This is an optimization exercise on Yosys and OpenROAD, whose aim is small area and a short achievable clock period, not a production implementation.
Function was checked by simulation only, so behaviour that the tests miss may differ from the original.
No activity file was given, so power comes from the tool's default toggle rates.

==> design.v <==
module reg_mux(data,clk,en_clk,USE_REG,rst,block_out);
    parameter INPUT_SIZE = 18;
    input USE_REG ;  
    parameter RSTTYPE = "SYNC";
    input [INPUT_SIZE-1:0]data;
    input clk,en_clk,rst;
    output [INPUT_SIZE-1:0]block_out;
    reg [INPUT_SIZE-1:0]data_reg;
    generate
        if(RSTTYPE == "ASYNC")begin
          always@(posedge clk or posedge rst)begin
            if (rst)begin
              data_reg <= 0;
            end
            else begin
              if(en_clk)
                data_reg <= data;
            end
          end
        end
        else begin
          always@(posedge clk)begin
            if (rst)begin
              data_reg <= 0;
            end
            else begin
              if(en_clk)
                data_reg <= data;
            end
          end
        end
    endgenerate
    assign block_out  = (USE_REG) ? data_reg : data;
endmodule
module DSP_module(A,B,C,D,CARRYIN,M,P,CARRYOUT,CARRYOUTF,CLK,OPMODE,CEA,CEB,CEC,CECARRYIN,CED,CEM,CEOPMODE,CEP,
           RSTA,RSTB,RSTC,RSTCARRYIN,RSTD,RSTM,RSTOPMODE,RSTP,BCOUT,PCIN,PCOUT,BCIN);
    parameter A0REG = 0;
    parameter A1REG = 1;
    parameter B0REG = 0;
    parameter B1REG = 1;
    parameter CREG = 1;
    parameter DREG = 1;
    parameter MREG = 1;
    parameter PREG = 1;
    parameter CARRYINREG = 1;
    parameter CARRYOUTREG = 1; 
    parameter OPMODEREG = 1;
    parameter CARRYINSEL = "OPMODE5";
    parameter B_INPUT = "DIRECT";
    parameter RSTTYPE = "SYNC";
    input [17:0]A;
    input [17:0]B;
    input [47:0]C;
    input [17:0]D;
    input CARRYIN;
    input [17:0]BCIN;
    input CLK;
    input [7:0]OPMODE;
    input CEA;   
    input CEB;   
    input CEC;   
    input CECARRYIN;     
    input CED;   
    input CEM;   
    input CEOPMODE;  
    input CEP;   
    input RSTA;  
    input RSTB;  
    input RSTC;  
    input RSTCARRYIN;  
    input RSTD;  
    input RSTM;  
    input RSTOPMODE;   
    input RSTP;  
    input [47:0]PCIN;  
    output [47:0]PCOUT;    
    output [17:0]BCOUT;  
    output [47:0]P;
    output [35:0]M;
    output CARRYOUT;
    output CARRYOUTF; 
    wire [17:0]dwire,bwire0,bwire1,awire0,awire1;
    wire [47:0]cwire;
    reg_mux D_REG(.USE_REG(DREG),.data(D),.clk(CLK),.en_clk(CED),.rst(RSTD),.block_out(dwire)); 
    reg_mux A0_REG(.USE_REG(A0REG),.data(A),.clk(CLK),.en_clk(CEA),.rst(RSTA),.block_out(awire0)); 
    reg_mux #(.INPUT_SIZE(48)) C_REG(.USE_REG(CREG),.data(C),.clk(CLK),.en_clk(CEC),.rst(RSTC),.block_out(cwire));
    assign bwire0 = (B_INPUT == "DIRECT") ? B : BCIN;
    reg_mux B0_REG(.USE_REG(B0REG),.data(bwire0),.clk(CLK),.en_clk(CEB),.rst(RSTB),.block_out(bwire1)); 
    wire [17:0]pre_add_sub_out,bd_mux_out,bwire2;
    wire [7:0]opmodewire;
    reg_mux #(.INPUT_SIZE(8)) OPMODE_REG(.USE_REG(OPMODEREG),.data(OPMODE),.clk(CLK),.en_clk(CEOPMODE),.rst(RSTOPMODE),.block_out(opmodewire));
    assign pre_add_sub_out = opmodewire[6] ? (dwire-bwire1): (dwire+bwire1);
    assign bd_mux_out = opmodewire[4] ? pre_add_sub_out : bwire1;
    reg_mux B1_REG(.USE_REG(B1REG),.data(bd_mux_out),.clk(CLK),.en_clk(CEB),.rst(RSTB),.block_out(bwire2)); 
    reg_mux A1_REG(.USE_REG(A1REG),.data(awire0),.clk(CLK),.en_clk(CEA),.rst(RSTA),.block_out(awire1));
    wire [35:0]multiplier_out,mreg_out;
    assign multiplier_out = bwire2 * awire1;
    reg_mux #(.INPUT_SIZE(36)) M_REG(.USE_REG(MREG),.data(multiplier_out),.clk(CLK),.en_clk(CEM),.rst(RSTM),.block_out(mreg_out));
    wire carrywire0,carrywire1;
    generate 
        if(CARRYINSEL=="OPMODE5")
            assign carrywire0 = opmodewire[5];
        else if(CARRYINSEL == "CARRYIN")
            assign carrywire0 = CARRYIN;
        else 
            assign carrywire0 = 0;
    endgenerate
    reg_mux #(.INPUT_SIZE(1)) CYI_REG(.USE_REG(CARRYINREG),.data(carrywire0),.clk(CLK),.en_clk(CECARRYIN),.rst(RSTCARRYIN),.block_out(carrywire1));
    wire [47:0]xmulti_out,zmulti_out;
    assign xmulti_out = (opmodewire[1:0]== 0) ? 0 : (opmodewire[1:0]== 1) ? mreg_out : (opmodewire[1:0]== 2 && PREG) ? P : {D[11:0],A[17:0],B[17:0]};
    assign zmulti_out = (opmodewire[3:2]== 0) ? 0 : (opmodewire[3:2]== 1) ? PCIN : (opmodewire[3:2]== 2 && PREG) ? P : cwire; 
    wire [48:0]temp_out;
    wire [47:0]post_add_sub_out;
    wire carryoutwire;
    assign temp_out = (opmodewire[7]) ? (zmulti_out - (xmulti_out + carrywire1)) : (zmulti_out + xmulti_out + carrywire1);
    assign carryoutwire = temp_out[0];
    assign post_add_sub_out = (carrywire0)? temp_out - 1 : temp_out;
    reg_mux #(.INPUT_SIZE(1)) CYO_REG(.USE_REG(CARRYOUTREG),.data(carryoutwire),.clk(CLK),.en_clk(CECARRYIN),.rst(RSTCARRYIN),.block_out(CARRYOUT));
    assign CARRYOUTF = CARRYOUT;
    reg_mux #(.INPUT_SIZE(48)) P_REG(.USE_REG(PREG),.data(post_add_sub_out),.clk(CLK),.en_clk(CEP),.rst(RSTP),.block_out(P));
    assign PCOUT = (PREG) ? P : post_add_sub_out;
    assign BCOUT = bwire2;
    assign M =  mreg_out;
endmodule
==> run.sh <==
#!/bin/bash
# synth_recipe.tcl (not shown) runs the flow's synth.tcl, then flattens the netlist and writes it again
# the make line also repeats each setting of config.mk as NAME=value (left out here)
make -C /OpenROAD-flow-scripts/flow DESIGN_CONFIG=/design/flow/config.mk WORK_HOME=/design/flow/orfs CLKGATE_MAP_FILE= SYNTH_SCRIPT=/design/flow/synth_recipe.tcl finish
==> config.mk <==
export PLATFORM = sky130hd
export DESIGN_NAME = DSP_module
export DESIGN_NICKNAME = DSP_module
export VERILOG_FILES = /design/flow/design.v
export SDC_FILE = /design/flow/constraint.sdc
export NUM_CORES = 4
export LEC_CHECK = 0
export CAP_MARGIN = 20
export CORE_MARGIN = 2
export CORE_UTILIZATION = 40
export SLEW_MARGIN = 20
==> constraint.sdc <==
create_clock -name core_clock -period 7.0 [get_ports {CLK}]
set_input_delay 1.4000 -clock core_clock [delete_from_list [all_inputs] [get_ports {CLK}]]
set_output_delay 1.4000 -clock core_clock [all_outputs]
set_load 0.01 [all_outputs]
==> out/metrics.yaml <==
run_status:
  status: "timing/DRC/antenna clean"
clocking:
  cts_buffers: 17
  clk_latency_ns: 0.51
  clkSlewWorstSetupHoldPaths_ns: 0.09
  ctsLongestPathBuffers: 2
  postCtsSetupBuffers: 0
  clockRootBuffer: "clkbuf_16"
  cts_max_level: 4
  cts_tree: "built"
  cts_sinks: 196
pwr:
  p_per_area_nw_per_um2: 164
  ir_drop_uv: 218
  leakagePower_uw: 0.0164
layout:
  nNetsFinal: 4590
  final_cells: 4833
  final_area_um2: 34600
  nFillCells: 7043
  ff_latch_area_um2: 3940
  syn2layout_area_growth_pct: 18.9
  drive_above_1_share_pct: 9.99
  antennaDiodeCount: 0
  multiInputGateArea_um2: 22300
  utilization_pct: 48.3
global_route:
  grt_pass1_wl_um: 149000
  overflow: 0
  grt_pass1_vias: 25555
  grt_use_total_pct: 25.8
  grt_max_degree: 62
  antenna_found_initial: 4
worst_setup_path:
  crit_fanout: 12
  worstPathArrival_ns: 7.20
  worst_path_largest_cell_delay_ns: 0.53
  critPathSlowestCell: "fa_1"
  path_buf_inv: 7
  cp.required_ns: 7.47
  critPathLaunchType: "register"
  cpMostUsedCell: "fa_1"
  worstSetupPathType: "reg2reg"
  crit_family: "adder cells"
  end_kind: "register"
sta:
  grt_setup_unrepaired: "no"
  worst_slack_ns: 0.269
  skew_ns: 0.0164
  fin_crit_ns: 6.73
  relSlewSlack_pct: 29.2
  slew_violations: 0
  finalHoldViolations: 0
  setup_viol: 0
  worstMarginPinSlew_ns: 1.06
  fmax_mhz: 149
  fin_crit_sh_pct: 96.2
route:
  wirelength_um: 97100
  vias: 25954
  drtPass1Iterations: 6
  drtIter0Drc: 1767
  drcViolationCount: 0
  avgRoutedWirePerCell_um: 20.1
  ant_nets: 0
  via_per_inst: 5.37
die:
  die_w_um: 274
  initial_utilization_pct: 40.6
  core_area_um2: 71700
  die_y_um: 274
  boundaryPins: 346
  rows: 98
  dieArea_um2: 75000
yosys:
  syn_nets: 4289
  synth_cell_types: 99
  ys_ff_latch: 196
  ys_seq_area_share_pct: 13.5
  synthTopCellsByArea: "fa_1 18%, dfxtp_1 13%, ha_1 11%"
  synth_warnings: 16
  synthCells: 3569
  syn_area_um2: 29100
  synth.largest_area_cell: "fa_1"
  synth_common_cells: "485 x inv_1, 316 x nor2_1, 314 x nand2_1"
  netlist.area_leader.share_pct: 17.9
  syn_avg_cell_area_um2: 8.16
  synth_ff_type: "dfxtp_1"
  synth-edff-count: 0
  yosysMostFrequentCell: "inv_1"
  synthArstFlopShare_pct: 0
placed_design:
  placedCellCount: 4801
  io_buffers: 326
  pre_cts_ws_ns: -0.0175
  post-dp-hpwl_um: 80900
  gp_congestion: 0.940
  placed_area_um2: 34000
run:
  cap_violations: 0
worst_hold_path:
  hold_class: "reg2reg"
path summary, 6_finish.rpt:
path	from	end	slack, ns	cells after the start
hold / removal	C_REG.data_reg[10]	C_REG.data_reg[10]	0.49	2
setup reg to reg	B1_REG.data_reg[7]	M_REG.data_reg[35]	0.27	26
hold reg to reg	C_REG.data_reg[10]	C_REG.data_reg[10]	0.49	2
setup / recovery	B1_REG.data_reg[7]	M_REG.data_reg[35]	0.27	26
power breakdown:
part	internal [µW]	leakage, µW	switching [µW]
logic	1430	0.0145	1800
clock network	511	0.000286	537
registers	1220	0.00162	172
routing by layer:
metal,routed length [µm],global-route usage (%),up-vias
met5,29,0,-
met4,2870,8.66,6
met3,7080,5.27,126
met2,43100,40.7,797
met1,44000,35.1,12561
li1,-,-,12464
cells in the final DEF (no fill, tap or decap), types with 7 or more instances in the layout:
cell / netlist / routed
nor3_1: 41 / 41
o211ai_1: 13 / 13
a22o_1: 52 / 52
nand4_1: 26 / 26
o21ai_0: 86 / 85
a21o_1: 58 / 58
a311oi_1: 10 / 10
dfxtp_1: 196 / 182
or2_2: 8 / 8
o21a_1: 16 / 16
nor2b_1: 39 / 38
or3_1: 19 / 19
and3_1: 17 / 17
nor3b_1: 13 / 13
nand3_1: 44 / 44
nand2b_1: 26 / 26
o31ai_1: 17 / 17
fa_1: 261 / 261
clkbuf_16: 0 / 17
a211o_1: 8 / 8
xor2_1: 40 / 40
o21bai_1: 26 / 26
a31oi_1: 22 / 22
inv_1: 485 / 485
a21oi_1: 156 / 155
mux2i_1: 183 / 183
dfxtp_2: 0 / 14
o21ai_1: 6 / 7
and2_1: 124 / 124
mux2_2: 90 / 90
ha_1: 265 / 265
a211oi_1: 53 / 52
nand2_1: 314 / 314
clkdlybuf4s50_1: 0 / 320
a21boi_0: 9 / 9
nor2_1: 316 / 316
nor4_1: 23 / 23
a22oi_1: 35 / 35
xnor2_1: 112 / 112
buf_4: 49 / 194
repair_timing:
action / CTS / global route
hold endpoints to repair: 0 / 0
resized for setup: 1 / 15
endpoints found under the setup margin: 1 / 6
hold buffers: 0 / 0
metrics by stage:
stage	power, µW	hold slack [ns]	TNS (ns)
6_report	5670	0.493	0
3_5_place_dp	4590	0.479	-0.0175
4_1_cts	5670	0.498	0
5_1_grt	6060	0.515	0
3_3_place_gp	4590	0.467	0
2_1_floorplan	3410	0.454	0
area by class of cell:
type	instances	share of cell area (%)
multi-input cells	2647	64.5
repair buffers	523	13.8
flip-flops and latches	196	11.4
inverters	485	5.26
well taps	950	3.43
clock buffers	18	1.27
clock inverters	14	0.405
logic make-up after synthesis:
group                      Yosys count  share of synthesized area [%]
AOI/OAI and AO/OA                  640                           15.3
xor gates and xnor gates           152                           4.57
adders and majority gates          526                           29.3
buffers and inverters              726                           10.0
DFF                                196                           13.5
muxes                              275                           9.85
and+or+nand+nor                   1054                           17.5
worst reg2reg max path, cell delays in order (launching register included):
cell,delay [ns]
dfxtp_2,0.42
buf_4,0.26
nand2_1,0.11
fa_1,0.51
inv_1,0.05
fa_1,0.49
fa_1,0.52
inv_1,0.05
fa_1,0.53
inv_1,0.06
fa_1,0.50
fa_1,0.44
ha_1,0.40
a21oi_1,0.13
nor2b_1,0.13
nor2_1,0.05
a21boi_0,0.17
buf_4,0.15
o2111ai_2,0.19
buf_4,0.21
a21oi_2,0.22
o41ai_2,0.10
buf_4,0.15
o21ai_0,0.27
a21oi_1,0.16
a311oi_1,0.30
o21a_1,0.15

==> port drivers added, routing unchanged <==
Ports are ideal in the flow. The routed layout listed here was re-timed in OpenROAD.
Step 1 assumes that a clkbuf_16 drives the clock port and a buf_2 every other input.
Step 2 times the ports against the registers' clock, not the clock port: input delays grow and output delays shrink by t, the midpoint of the rising clock arrivals with the driver on.
Three values: no drivers, after step 1, after step 2; two values: the first two.
shift t [ns]: 0.559
setup slack, ns: 0.269 / 0.269 / -0.010
worst setup path at the end: input to register
clock arrival spread, ns: 0.016 / 0.017
slew at the worst register clock pin (ns): 0.09 / 0.09
Met with ideal ports but missed after step 2: setup timing in this run. The setup slack of this run moves by 0.000 ns with the drivers and by -0.279 ns with both steps.
